What follows belongs to an exercise in optimizing a design on an open flow for small area; a production flow would make more cautious choices.
At most, simulation tests tie the RTL to the original design; equivalence was not proved.
The clock port is modelled as an ideal driver; clocking choices that lean on that would not hold on a real chip.
Power and IR drop assume default switching activity.

==> try-juniper <==
==> flow/design.v (excerpt) <==
module cache(
    input clk,
    input reset,
    input i_fetch_valid,
    input i_rfread_valid,
    input [5:0] i_current_pc,
    input i_is_br_instr_rfread,
    input [5:0] i_target_pc,
    output logic [5:0] o_prediction_pc,
	output logic o_prediction_fastcall,
	output logic fastz_d,
	output logic fastz_dd,
	input [15:0] i_ir_rfread
);
	logic [5:0] pc1_n, pc2, pc3, pc_ex;
	logic br_ex;
	logic [5:0] v;
	logic [13:0] ent0, ent1, ent2, ent3, ent4, ent5;
	wire rst_n;
	wire [5:0] pc1_n_d, pc2_d;
	g_inv u_rst_n (.a(reset), .y(rst_n));
	genvar k;
	generate
		for (k = 0; k < 6; k = k + 1) begin : g_pc
			g_nand2 u_pc1 (.a(rst_n), .b(i_current_pc[k]), .y(pc1_n_d[k]));
			g_nor2 u_pc2 (.a(reset), .b(pc1_n[k]), .y(pc2_d[k]));
		end
	endgenerate
	always_ff @(posedge clk) begin
		pc1_n <= pc1_n_d;
		pc2 <= pc2_d;
		pc3 <= pc2;
		if (i_fetch_valid)
			pc_ex <= pc2_d;
	end
	wire br_mux_n, br_ex_d;
	g_mux2i u_br_mux (.s(i_fetch_valid), .a0(br_ex), .a1(i_is_br_instr_rfread), .y(br_mux_n));
	g_nor2 u_br_rst (.a(reset), .b(br_mux_n), .y(br_ex_d));
	always_ff @(posedge clk)
		br_ex <= br_ex_d;
	wire rec;
	g_and2 u_rec (.a(i_rfread_valid), .b(br_ex), .y(rec));
	wire use_pc3, rec_call, rec_z;
	rec_decode u_dec (.ir(i_ir_rfread[4:0]), .use_pc3(use_pc3), .call(rec_call), .z(rec_z));
	wire [5:0] rec_pc_n;
	generate
		for (k = 0; k < 6; k = k + 1) begin : g_recpc
			g_mux2i u_m (.s(use_pc3), .a0(pc_ex[k]), .a1(pc3[k]), .y(rec_pc_n[k]));
		end
	endgenerate
	wire [13:0] rec_data = {rec_z, rec_call, i_target_pc, rec_pc_n};
	wire [5:0] v_d, nxt;
	valid_ctl u_vc (.reset(reset), .rst_n(rst_n), .rec(rec), .v(v), .v_d(v_d), .nxt(nxt));
	always_ff @(posedge clk)
		v <= v_d;
  ...
==> module g_nand2b, before the edit <==
module g_nand2b(input a_n, input b, output y);
	assign y = ~(~a_n & b);
endmodule
==> module g_o211ai, before the edit <==
module g_o211ai(input a1, input a2, input b1, input c1, output y);
	assign y = ~((a1 | a2) & b1 & c1);
endmodule
==> module inc_gate, before the edit <==
module inc_gate(input [5:0] cur, input en, output [5:0] y_n);
	wire [6:2] k_n;
	wire [5:2] k;
	g_nand2b u_y0 (.a_n(cur[0]), .b(en), .y(y_n[0]));
	g_nand2 u_k2 (.a(cur[1]), .b(cur[0]), .y(k_n[2]));
	g_o211ai u_y1 (.a1(cur[1]), .a2(cur[0]), .b1(en), .c1(k_n[2]), .y(y_n[1]));
	genvar b;
	generate
		for (b = 2; b < 6; b = b + 1) begin : g_b
			g_inv u_k (.a(k_n[b]), .y(k[b]));
			g_nand2 u_kn (.a(cur[b]), .b(k[b]), .y(k_n[b + 1]));
			g_o211ai u_y (.a1(cur[b]), .a2(k[b]), .b1(en), .c1(k_n[b + 1]), .y(y_n[b]));
		end
	endgenerate
endmodule
export LEC_CHECK = 0
export CAP_MARGIN = 0
export CORE_MARGIN = 2
export CORE_UTILIZATION = 65
export GPL_TIMING_DRIVEN = 0
export SLEW_MARGIN = 0
export SYNTH_HIERARCHICAL = 1
export SYNTH_MINIMUM_KEEP_SIZE = 0
create_clock -name core_clock -period 7.0 [get_ports {clk}]
standard.sh (not shown) runs the stock make flow with config.mk's settings and CLKGATE_MAP_FILE= SYNTH_SCRIPT=/design/flow/synth_recipe.tcl, a recipe that flattens the netlist after the stock synthesis.
==> flow/flow/run.sh <==
#!/bin/bash
# Layout flow: the standard ORFS flow (standard.sh), with
#  - synthesis through flow/my_synth.tcl: synth_recipe.tcl plus an area-oriented
#    ABC script (flow/area.abc) for the logic mapping; registers are mapped by
#    the standard dfflibmap step as before;
#  - buf_1 port buffers;
#  - clock tree built from clkbuf_4 buffers, without dummy loads.
# Each tool's output goes to logs under orfs/logs (ORFS) and standard.log here.
set -e
F=$PWD/flow
EXTRA=()
[ -f "$F/extra.txt" ] && mapfile -t EXTRA < "$F/extra.txt"
for i in "${!EXTRA[@]}"; do EXTRA[$i]=${EXTRA[$i]//@FLOW@/$F}; done
bash standard.sh \
  SYNTH_SCRIPT=$F/my_synth.tcl \
  MY_ABC_SCRIPT=$F/area.abc \
  "BUFFER_PORTS_ARGS=-buffer_cell sky130_fd_sc_hd__buf_1" \
  "CTS_ARGS=-sink_clustering_enable -repair_clock_nets -dont_use_dummy_load -buf_list sky130_fd_sc_hd__clkbuf_4" \
  "${EXTRA[@]}" \
  finish > standard.log 2>&1
==> flow/flow/clock_tree.tcl <==
# Clock tree built before CTS (PRE_CTS_TCL): the flip-flops are split by
# recursive bisection of their positions into groups of at most
# CLOCK_TREE_GROUP sinks; each group gets a leaf cell (CLOCK_TREE_LEAF) at
# its centre, and one root cell (CLOCK_TREE_ROOT), the only cell the clock
# port drives, drives all leaves. Root and leaves are both buffers or both
# inverters, so the flip-flops see the clock's own polarity. TritonCTS then
# finds the clock already buffered and leaves it alone.
set group_max $::env(CLOCK_TREE_GROUP)
set leaf_cell $::env(CLOCK_TREE_LEAF)
set root_cell $::env(CLOCK_TREE_ROOT)
set db [ord::get_db]
set block [ord::get_db_block]
set dbu [$block getDbUnitsPerMicron]
set clk_net [$block findNet clk]

proc io_pins {master} {
  set in ""; set out ""
  foreach mt [$master getMTerms] {
    set sig [$mt getSigType]
    if {$sig eq "POWER" || $sig eq "GROUND"} continue
    if {[$mt getIoType] eq "OUTPUT"} { set out [$mt getName] } else { set in [$mt getName] }
  }
  return [list $in $out]
}

# insert a cell driven by net $from that drives the iterms $loads
proc add_driver {cell name net_name from loads x y} {
  set block [ord::get_db_block]
  set dbu [$block getDbUnitsPerMicron]
  set master [[ord::get_db] findMaster $cell]
  lassign [io_pins $master] in out
  set inst [odb::dbInst_create $block $master $name]
  set net [odb::dbNet_create $block $net_name]
  $net setSigType CLOCK
  foreach it $loads { $it disconnect; $it connect $net }
  [$inst findITerm $in] connect $from
  [$inst findITerm $out] connect $net
  $inst setLocation [expr {int($x * $dbu - [$master getWidth] / 2)}] [expr {int($y * $dbu)}]
  $inst setPlacementStatus PLACED
  return $inst
}

set sinks {}
foreach it [$clk_net getITerms] {
  set bb [[$it getInst] getBBox]
  lappend sinks [list $it [expr {([$bb xMin] + [$bb xMax]) / 2.0 / $dbu}] \
                          [expr {([$bb yMin] + [$bb yMax]) / 2.0 / $dbu}]]
}
set n [llength $sinks]
set k_total [expr {($n + $group_max - 1) / $group_max}]

proc split_groups {sinks k} {
  if {$k <= 1} { return [list $sinks] }
  set xs [lmap s $sinks {lindex $s 1}]
  set ys [lmap s $sinks {lindex $s 2}]
  set w [expr {[tcl::mathfunc::max {*}$xs] - [tcl::mathfunc::min {*}$xs]}]
  set h [expr {[tcl::mathfunc::max {*}$ys] - [tcl::mathfunc::min {*}$ys]}]
  set sorted [lsort -real -index [expr {$w >= $h ? 1 : 2}] $sinks]
  set k1 [expr {$k / 2}]
  set n1 [expr {int(round([llength $sorted] * double($k1) / $k))}]
  return [concat [split_groups [lrange $sorted 0 [expr {$n1 - 1}]] $k1] \
                 [split_groups [lrange $sorted $n1 end] [expr {$k - $k1}]]]
}

set groups [split_groups $sinks $k_total]
puts "clock_tree: $n sinks in [llength $groups] groups of $leaf_cell, root $root_cell"
set leaves {}
set lx 0.0; set ly 0.0; set i 0
foreach g $groups {
  set cx [expr {[tcl::mathop::+ {*}[lmap s $g {lindex $s 1}]] / [llength $g]}]
  set cy [expr {[tcl::mathop::+ {*}[lmap s $g {lindex $s 2}]] / [llength $g]}]
  set lx [expr {$lx + $cx}]; set ly [expr {$ly + $cy}]
  puts "clock_tree: leaf $i: [llength $g] sinks at [format %.1f $cx] [format %.1f $cy]"
  set inst [add_driver $leaf_cell clk_leaf_$i clk_leaf_net_$i $clk_net [lmap s $g {lindex $s 0}] $cx $cy]
  lassign [io_pins [$inst getMaster]] in out
  lappend leaves [$inst findITerm $in]
  incr i
}
set ng [llength $groups]
add_driver $root_cell clk_root clk_root_net $clk_net $leaves [expr {$lx / $ng}] [expr {$ly / $ng}]
# The port now drives only the root; the root's input stays on net clk.
==> flow/flow/extra.txt <==
PRE_CTS_TCL=@FLOW@/clock_tree.tcl
CTS_ARGS=-clk_nets clk -repair_clock_nets -dont_use_dummy_load -buf_list sky130_fd_sc_hd__clkbuf_4
CLOCK_TREE_GROUP=8
CLOCK_TREE_LEAF=sky130_fd_sc_hd__clkbuf_4
CLOCK_TREE_ROOT=sky130_fd_sc_hd__clkbuf_8
==> flow/flow/my_synth.tcl <==
proc synth {args} { yosys synth -nofsm -noshare {*}$args }
proc abc {args} {
  if {[info exists ::env(MY_ABC_SCRIPT)] && $::env(MY_ABC_SCRIPT) ne ""} {
    set i [lsearch -exact $args -script]
    if {$i >= 0} { lset args [expr {$i + 1}] $::env(MY_ABC_SCRIPT) }
  }
  yosys abc {*}$args
}
source $::env(SCRIPTS_DIR)/synth.tcl
# left out here: clear keep_hierarchy, flatten, clean up, hide names made inside functions, write 1_2_yosys.v
Other scripts of this flow, unchanged in this note and not shown: flow/flow/area.abc
==> try-yarrow (differences from try-juniper) <==
--- a/flow/design.v
+++ b/flow/design.v
@@ -11,13 +11,12 @@
 	output logic fastz_d,
 	output logic fastz_dd,
 	input [15:0] i_ir_rfread
 );
 	logic [5:0] pc1_n, pc2, pc3, pc_ex;
 	logic br_ex;
-	logic [5:0] v;
 	logic [13:0] ent0, ent1, ent2, ent3, ent4, ent5;
 	wire rst_n;
 	wire [5:0] pc1_n_d, pc2_d;
 	g_inv u_rst_n (.a(reset), .y(rst_n));
 	genvar k;
 	generate
@@ -46,25 +45,36 @@
 	generate
 		for (k = 0; k < 6; k = k + 1) begin : g_recpc
 			g_mux2i u_m (.s(use_pc3), .a0(pc_ex[k]), .a1(pc3[k]), .y(rec_pc_n[k]));
 		end
 	endgenerate
 	wire [13:0] rec_data = {rec_z, rec_call, i_target_pc, rec_pc_n};
-	wire [5:0] v_d, nxt;
-	valid_ctl u_vc (.reset(reset), .rst_n(rst_n), .rec(rec), .v(v), .v_d(v_d), .nxt(nxt));
-	always_ff @(posedge clk)
-		v <= v_d;
+	wire [5:0] v, ld, hold;
+	slot_first u_s0 (.rec(rec), .call(ent0[12]), .z(ent0[13]), .v(v[0]), .ld(ld[0]), .hold(hold[0]));
+	slot_next u_s1 (.rec(rec), .prev_v(v[0]), .call(ent1[12]), .z(ent1[13]), .v(v[1]), .ld(ld[1]), .hold(hold[1]));
+	slot_next u_s2 (.rec(rec), .prev_v(v[1]), .call(ent2[12]), .z(ent2[13]), .v(v[2]), .ld(ld[2]), .hold(hold[2]));
+	slot_next u_s3 (.rec(rec), .prev_v(v[2]), .call(ent3[12]), .z(ent3[13]), .v(v[3]), .ld(ld[3]), .hold(hold[3]));
+	slot_next u_s4 (.rec(rec), .prev_v(v[3]), .call(ent4[12]), .z(ent4[13]), .v(v[4]), .ld(ld[4]), .hold(hold[4]));
+	slot_next u_s5 (.rec(rec), .prev_v(v[4]), .call(ent5[12]), .z(ent5[13]), .v(v[5]), .ld(ld[5]), .hold(hold[5]));
 	wire [13:0] ent0_d, ent1_d, ent2_d, ent3_d, ent4_d, ent5_d;
 	generate
-		for (k = 0; k < 14; k = k + 1) begin : g_tab
-			g_a22o u_e0 (.a1(ent0[k]), .a2(v[0]), .b1(rec_data[k]), .b2(nxt[0]), .x(ent0_d[k]));
-			g_a22o u_e1 (.a1(ent1[k]), .a2(v[1]), .b1(rec_data[k]), .b2(nxt[1]), .x(ent1_d[k]));
-			g_a22o u_e2 (.a1(ent2[k]), .a2(v[2]), .b1(rec_data[k]), .b2(nxt[2]), .x(ent2_d[k]));
-			g_a22o u_e3 (.a1(ent3[k]), .a2(v[3]), .b1(rec_data[k]), .b2(nxt[3]), .x(ent3_d[k]));
-			g_a22o u_e4 (.a1(ent4[k]), .a2(v[4]), .b1(rec_data[k]), .b2(nxt[4]), .x(ent4_d[k]));
-			g_a22o u_e5 (.a1(ent5[k]), .a2(v[5]), .b1(rec_data[k]), .b2(nxt[5]), .x(ent5_d[k]));
+		for (k = 0; k < 12; k = k + 1) begin : g_tab
+			g_a22o u_e0 (.a1(ent0[k]), .a2(hold[0]), .b1(rec_data[k]), .b2(ld[0]), .x(ent0_d[k]));
+			g_a22o u_e1 (.a1(ent1[k]), .a2(hold[1]), .b1(rec_data[k]), .b2(ld[1]), .x(ent1_d[k]));
+			g_a22o u_e2 (.a1(ent2[k]), .a2(hold[2]), .b1(rec_data[k]), .b2(ld[2]), .x(ent2_d[k]));
+			g_a22o u_e3 (.a1(ent3[k]), .a2(hold[3]), .b1(rec_data[k]), .b2(ld[3]), .x(ent3_d[k]));
+			g_a22o u_e4 (.a1(ent4[k]), .a2(hold[4]), .b1(rec_data[k]), .b2(ld[4]), .x(ent4_d[k]));
+			g_a22o u_e5 (.a1(ent5[k]), .a2(hold[5]), .b1(rec_data[k]), .b2(ld[5]), .x(ent5_d[k]));
+		end
+		for (k = 12; k < 14; k = k + 1) begin : g_flag
+			g_a221o u_e0 (.a1(ent0[k]), .a2(hold[0]), .b1(rec_data[k]), .b2(ld[0]), .c1(reset), .x(ent0_d[k]));
+			g_a221o u_e1 (.a1(ent1[k]), .a2(hold[1]), .b1(rec_data[k]), .b2(ld[1]), .c1(reset), .x(ent1_d[k]));
+			g_a221o u_e2 (.a1(ent2[k]), .a2(hold[2]), .b1(rec_data[k]), .b2(ld[2]), .c1(reset), .x(ent2_d[k]));
+			g_a221o u_e3 (.a1(ent3[k]), .a2(hold[3]), .b1(rec_data[k]), .b2(ld[3]), .c1(reset), .x(ent3_d[k]));
+			g_a221o u_e4 (.a1(ent4[k]), .a2(hold[4]), .b1(rec_data[k]), .b2(ld[4]), .c1(reset), .x(ent4_d[k]));
+			g_a221o u_e5 (.a1(ent5[k]), .a2(hold[5]), .b1(rec_data[k]), .b2(ld[5]), .c1(reset), .x(ent5_d[k]));
 		end
 	endgenerate
 	always_ff @(posedge clk) begin
 		ent0 <= ent0_d;
 		ent1 <= ent1_d;
 		ent2 <= ent2_d;
@@ -137,20 +147,26 @@
 module g_nand2b(input a_n, input b, output y);
 	assign y = ~(~a_n & b);
 endmodule
 module g_o211ai(input a1, input a2, input b1, input c1, output y);
 	assign y = ~((a1 | a2) & b1 & c1);
 endmodule
+module g_nand3(input a, input b, input c, output y);
+	assign y = ~(a & b & c);
+endmodule
+module g_nand4(input a, input b, input c, input d, output y);
+	assign y = ~(a & b & c & d);
+endmodule
+module g_a221o(input a1, input a2, input b1, input b2, input c1, output x);
+	assign x = (a1 & a2) | (b1 & b2) | c1;
+endmodule
 module g_mux2i(input s, input a0, input a1, output y);
 	assign y = ~(s ? a1 : a0);
 endmodule
 module g_a21oi(input a1, input a2, input b1, output y);
 	assign y = ~((a1 & a2) | b1);
-endmodule
-module g_o21a(input a1, input a2, input b1, output x);
-	assign x = (a1 | a2) & b1;
 endmodule
 module g_a22o(input a1, input a2, input b1, input b2, output x);
 	assign x = (a1 & a2) | (b1 & b2);
 endmodule
 module g_a222oi(input a1, input a2, input b1, input b2, input c1, input c2, output y);
 	assign y = ~((a1 & a2) | (b1 & b2) | (c1 & c2));
@@ -159,25 +175,21 @@
 	wire g_n;
 	g_nand3b u_g (.a_n(ir[1]), .b(ir[4]), .c(ir[3]), .y(g_n));
 	g_a21oi u_p (.a1(ir[2]), .a2(ir[0]), .b1(g_n), .y(use_pc3));
 	g_nor3b u_c (.a(g_n), .b(ir[0]), .c_n(ir[2]), .y(call));
 	g_nor3b u_z (.a(g_n), .b(ir[2]), .c_n(ir[0]), .y(z));
 endmodule
-module valid_ctl(input reset, input rst_n, input rec, input [5:0] v,
-		output [5:0] v_d, output [5:0] nxt);
-	g_o21a u_v0 (.a1(v[0]), .a2(rec), .b1(rst_n), .x(v_d[0]));
-	g_inv u_n0 (.a(v[0]), .y(nxt[0]));
-	genvar i;
-	generate
-		for (i = 1; i < 6; i = i + 1) begin : g_v
-			wire keep_n;
-			g_a21oi u_k (.a1(rec), .a2(v[i - 1]), .b1(v[i]), .y(keep_n));
-			g_nor2 u_r (.a(reset), .b(keep_n), .y(v_d[i]));
-			g_inv u_n (.a(v[i]), .y(nxt[i]));
-		end
-	endgenerate
+module slot_first(input rec, input call, input z, output v, output ld, output hold);
+	g_nand2 u_v (.a(call), .b(z), .y(v));
+	g_nand3 u_h (.a(rec), .b(call), .c(z), .y(hold));
+	g_inv u_l (.a(hold), .y(ld));
+endmodule
+module slot_next(input rec, input prev_v, input call, input z, output v, output ld, output hold);
+	g_nand2 u_v (.a(call), .b(z), .y(v));
+	g_nand4 u_h (.a(rec), .b(prev_v), .c(call), .d(z), .y(hold));
+	g_inv u_l (.a(hold), .y(ld));
 endmodule
 module hit_cmp(input [5:0] p_n, input [5:0] cur, input v, output hit);
 	assign hit = v & ((p_n ^ cur) == 6'b111111);
 endmodule
 module first_hit(input [5:0] hit, output [5:1] sel, output nohit);
 	wire any4;
==> flow/flow/run.sh (replaced) <==
#!/bin/bash
# Layout flow: the standard ORFS flow (standard.sh) with these changes:
#  - synthesis runs flow/my_synth.tcl, which is synth_recipe.tcl with the ABC
#    logic-mapping script replaced by an area-oriented one (flow/area.abc);
#    registers are mapped by the standard dfflibmap step, as before;
#  - port buffers are buf_1;
#  - the clock tree is built before CTS by flow/clock_tree.tcl when
#    PRE_CTS_TCL is given in flow/extra.txt (clkbuf leaves, one clkbuf root
#    driven by the clock port); TritonCTS is then limited to net clk, which
#    it skips, and adds no dummy loads.
# Extra make variables come one per line from flow/extra.txt (@FLOW@ is
# replaced by this flow folder). ORFS writes each step's log under
# orfs/logs; standard.sh's own output goes to standard.log here.
set -e
F=$PWD/flow
EXTRA=()
[ -f "$F/extra.txt" ] && mapfile -t EXTRA < "$F/extra.txt"
for i in "${!EXTRA[@]}"; do EXTRA[$i]=${EXTRA[$i]//@FLOW@/$F}; done
bash standard.sh \
  SYNTH_SCRIPT=$F/my_synth.tcl \
  MY_ABC_SCRIPT=$F/area.abc \
  "BUFFER_PORTS_ARGS=-buffer_cell sky130_fd_sc_hd__buf_1" \
  "CTS_ARGS=-sink_clustering_enable -repair_clock_nets -dont_use_dummy_load -buf_list sky130_fd_sc_hd__clkbuf_4" \
  "${EXTRA[@]}" \
  finish > standard.log 2>&1
==> flow/flow/extra.txt (replaced) <==
PRE_CTS_TCL=@FLOW@/clock_tree.tcl
CTS_ARGS=-clk_nets clk -repair_clock_nets -dont_use_dummy_load -buf_list sky130_fd_sc_hd__clkbuf_4
CLOCK_TREE_GROUP=12
CLOCK_TREE_LEAF=sky130_fd_sc_hd__clkbuf_4
CLOCK_TREE_ROOT=sky130_fd_sc_hd__clkbuf_4
--- a/flow/flow/my_synth.tcl
+++ b/flow/flow/my_synth.tcl
@@ -1,7 +1,9 @@
 proc synth {args} { yosys synth -nofsm -noshare {*}$args }
+# synth_recipe.tcl, except that ABC's logic mapping uses the script named by
+# MY_ABC_SCRIPT (an area-oriented one) instead of ORFS's speed script.
 proc abc {args} {
   if {[info exists ::env(MY_ABC_SCRIPT)] && $::env(MY_ABC_SCRIPT) ne ""} {
     set i [lsearch -exact $args -script]
     if {$i >= 0} { lset args [expr {$i + 1}] $::env(MY_ABC_SCRIPT) }
   }
   yosys abc {*}$args
- CAP_MARGIN: 0 -> 10
- CORE_UTILIZATION: 65 -> 80
- SLEW_MARGIN: 0 -> 5
==> try-nickel (differences from try-juniper) <==
--- a/flow/design.v
+++ b/flow/design.v
@@ -131,18 +131,12 @@
 module g_or4(input a, input b, input c, input d, output x);
 	assign x = a | b | c | d;
 endmodule
 module g_nand3b(input a_n, input b, input c, output y);
 	assign y = ~(~a_n & b & c);
 endmodule
-module g_nand2b(input a_n, input b, output y);
-	assign y = ~(~a_n & b);
-endmodule
-module g_o211ai(input a1, input a2, input b1, input c1, output y);
-	assign y = ~((a1 | a2) & b1 & c1);
-endmodule
 module g_mux2i(input s, input a0, input a1, output y);
 	assign y = ~(s ? a1 : a0);
 endmodule
 module g_a21oi(input a1, input a2, input b1, output y);
 	assign y = ~((a1 & a2) | b1);
 endmodule
@@ -187,25 +181,13 @@
 	g_or4 u_a4 (.a(hit[0]), .b(hit[1]), .c(hit[2]), .d(hit[3]), .x(any4));
 	g_nor2b u_s4 (.a(any4), .b_n(hit[4]), .y(sel[4]));
 	g_nor3b u_s5 (.a(any4), .b(hit[4]), .c_n(hit[5]), .y(sel[5]));
 	g_nor3 u_nh (.a(any4), .b(hit[4]), .c(hit[5]), .y(nohit));
 endmodule
 module inc_gate(input [5:0] cur, input en, output [5:0] y_n);
-	wire [6:2] k_n;
-	wire [5:2] k;
-	g_nand2b u_y0 (.a_n(cur[0]), .b(en), .y(y_n[0]));
-	g_nand2 u_k2 (.a(cur[1]), .b(cur[0]), .y(k_n[2]));
-	g_o211ai u_y1 (.a1(cur[1]), .a2(cur[0]), .b1(en), .c1(k_n[2]), .y(y_n[1]));
-	genvar b;
-	generate
-		for (b = 2; b < 6; b = b + 1) begin : g_b
-			g_inv u_k (.a(k_n[b]), .y(k[b]));
-			g_nand2 u_kn (.a(cur[b]), .b(k[b]), .y(k_n[b + 1]));
-			g_o211ai u_y (.a1(cur[b]), .a2(k[b]), .b1(en), .c1(k_n[b + 1]), .y(y_n[b]));
-		end
-	endgenerate
+	assign y_n = ~({6{en}} & (cur + 6'd1));
 endmodule
 module sel_or7(input [5:0] sel, input [5:0] t, input extra_n, output y);
 	assign y = (|(sel & t)) | ~extra_n;
 endmodule
 module sel_or6(input [5:0] sel, input [5:0] t, output y);
 	wire a_n, b_n;
--- a/flow/flow/clock_tree.tcl
+++ b/flow/flow/clock_tree.tcl
@@ -22,15 +22,14 @@
   }
   return [list $in $out]
 }
 
 # insert a cell driven by net $from that drives the iterms $loads
 proc add_driver {cell name net_name from loads x y} {
-  set block [ord::get_db_block]
-  set dbu [$block getDbUnitsPerMicron]
-  set master [[ord::get_db] findMaster $cell]
+  global db block dbu
+  set master [$db findMaster $cell]
   lassign [io_pins $master] in out
   set inst [odb::dbInst_create $block $master $name]
   set net [odb::dbNet_create $block $net_name]
   $net setSigType CLOCK
   foreach it $loads { $it disconnect; $it connect $net }
   [$inst findITerm $in] connect $from
==> flow/flow/extra.txt (replaced) <==
PRE_CTS_TCL=@FLOW@/clock_tree.tcl
CLOCK_TREE_GROUP=8
CLOCK_TREE_LEAF=sky130_fd_sc_hd__clkbuf_4
CLOCK_TREE_ROOT=sky130_fd_sc_hd__clkbuf_8
==> comparison <==
Critical path depth: try-juniper is lower than try-yarrow (3). try-yarrow completed with no timing, DRC or antenna violations. try-juniper completed with no timing, DRC or antenna violations. try-nickel failed in clock tree synthesis. Synthesized area, lowest first: try-yarrow, try-juniper, try-nickel. In try-juniper the global-route usage is lower than in try-yarrow, by 12 points. Setup slack: try-yarrow is worse than try-juniper (0.35 ns). In try-yarrow the sequential power is higher than in try-juniper, by 6.0%. Utilization: try-juniper is lower than try-yarrow (16 points). Between try-juniper and try-yarrow, the lower wire length is in try-juniper (gap 9.0%, measured against try-yarrow). Between try-yarrow and try-juniper, the lower first-iteration DRC count is in try-juniper (gap 43%, measured against try-juniper). Between try-juniper and try-yarrow, the lower design area is in try-yarrow (gap 3.4%, measured against try-yarrow).
==> figures <==
Status: try-nickel stopped before the end; try-yarrow no timing/DRC/antenna violations; try-juniper no timing/DRC/antenna violations
Last stage reached: try-nickel clock tree synthesis; try-yarrow -; try-juniper -
CP bufs+invs: try-nickel -; try-yarrow 3; try-juniper 2
Main power group: try-nickel -; try-yarrow registers; try-juniper registers
Per-cell routed wire length: try-nickel -; try-yarrow 23.80 um; try-juniper 20.84 um
Hold/Removal Path Class: try-nickel -; try-yarrow flop to flop; try-juniper flop to flop
Inverter count: try-nickel -; try-yarrow 18; try-juniper 18
CP Capture Point: try-nickel -; try-yarrow o_prediction_pc[4]; try-juniper o_prediction_pc[2]
Nets: try-nickel -; try-yarrow 436; try-juniper 446
Cell area after layout: try-nickel -; try-yarrow 4289 um^2; try-juniper 4436 um^2
Most common cell on crit path: try-nickel -; try-yarrow sky130_fd_sc_hd__buf_1; try-juniper sky130_fd_sc_hd__buf_1
CTS clk-pin slew, worst paths: try-nickel -; try-yarrow 0.11 ns; try-juniper 0.08 ns
Compound-gate portion of the synthesized area: try-nickel 30.53%; try-yarrow 30.99%; try-juniper 30.68%
Pin count of the biggest net entering global routing: try-nickel -; try-yarrow 23; try-juniper 19
Highest routing layer actually used: try-nickel -; try-yarrow met4; try-juniper met4
Total design power: try-nickel -; try-yarrow 1.185 mW; try-juniper 1.137 mW
Endpoint of the worst register-to-register path: try-nickel -; try-yarrow fastz_d$_DFF_P_; try-juniper fastz_d$_DFF_P_
Area of placed instances: try-nickel 4320 um^2; try-yarrow 4202 um^2; try-juniper 4309 um^2
Post-CTS setup-driven buffer insertion count: try-nickel -; try-yarrow 0; try-juniper 0
Core area: try-nickel -; try-yarrow 4755 um^2; try-juniper 5991 um^2
For try-juniper, only the layout was checked, not whether the RTL still works.

==> static timing again, ports no longer ideal <==
The flow's constraints put no driver on any port. The routed layouts listed below were extracted and timed again, unchanged, in two steps.
Step 1 sets driving cells, clkbuf_16 on the clock port and buf_2 on the other inputs (assumed; they add their load-dependent delay and slew).
Step 2 also shifts input and output timing later by t, the mid clock arrival at the registers, as if the neighbouring blocks saw the same clock.
Slacks: ideal ports / drivers / drivers and shift; pairs: ideal ports / drivers.
run	t, ns	setup slack, ns	hold WS [ns]	worst setup path after step 2	worst slew at a driven data input, ns
try-juniper	0.436	0.823 / 0.799 / 0.799	0.331 / 0.331 / 0.331	input to output	0.03
try-yarrow	0.497	0.473 / 0.446 / 0.446	0.339 / 0.339 / 0.339	input to output	0.04
After both steps every run listed still meets setup and hold. The setup slack of try-yarrow, which loses most, moves by -0.027 ns with the drivers and by -0.027 ns with both steps.
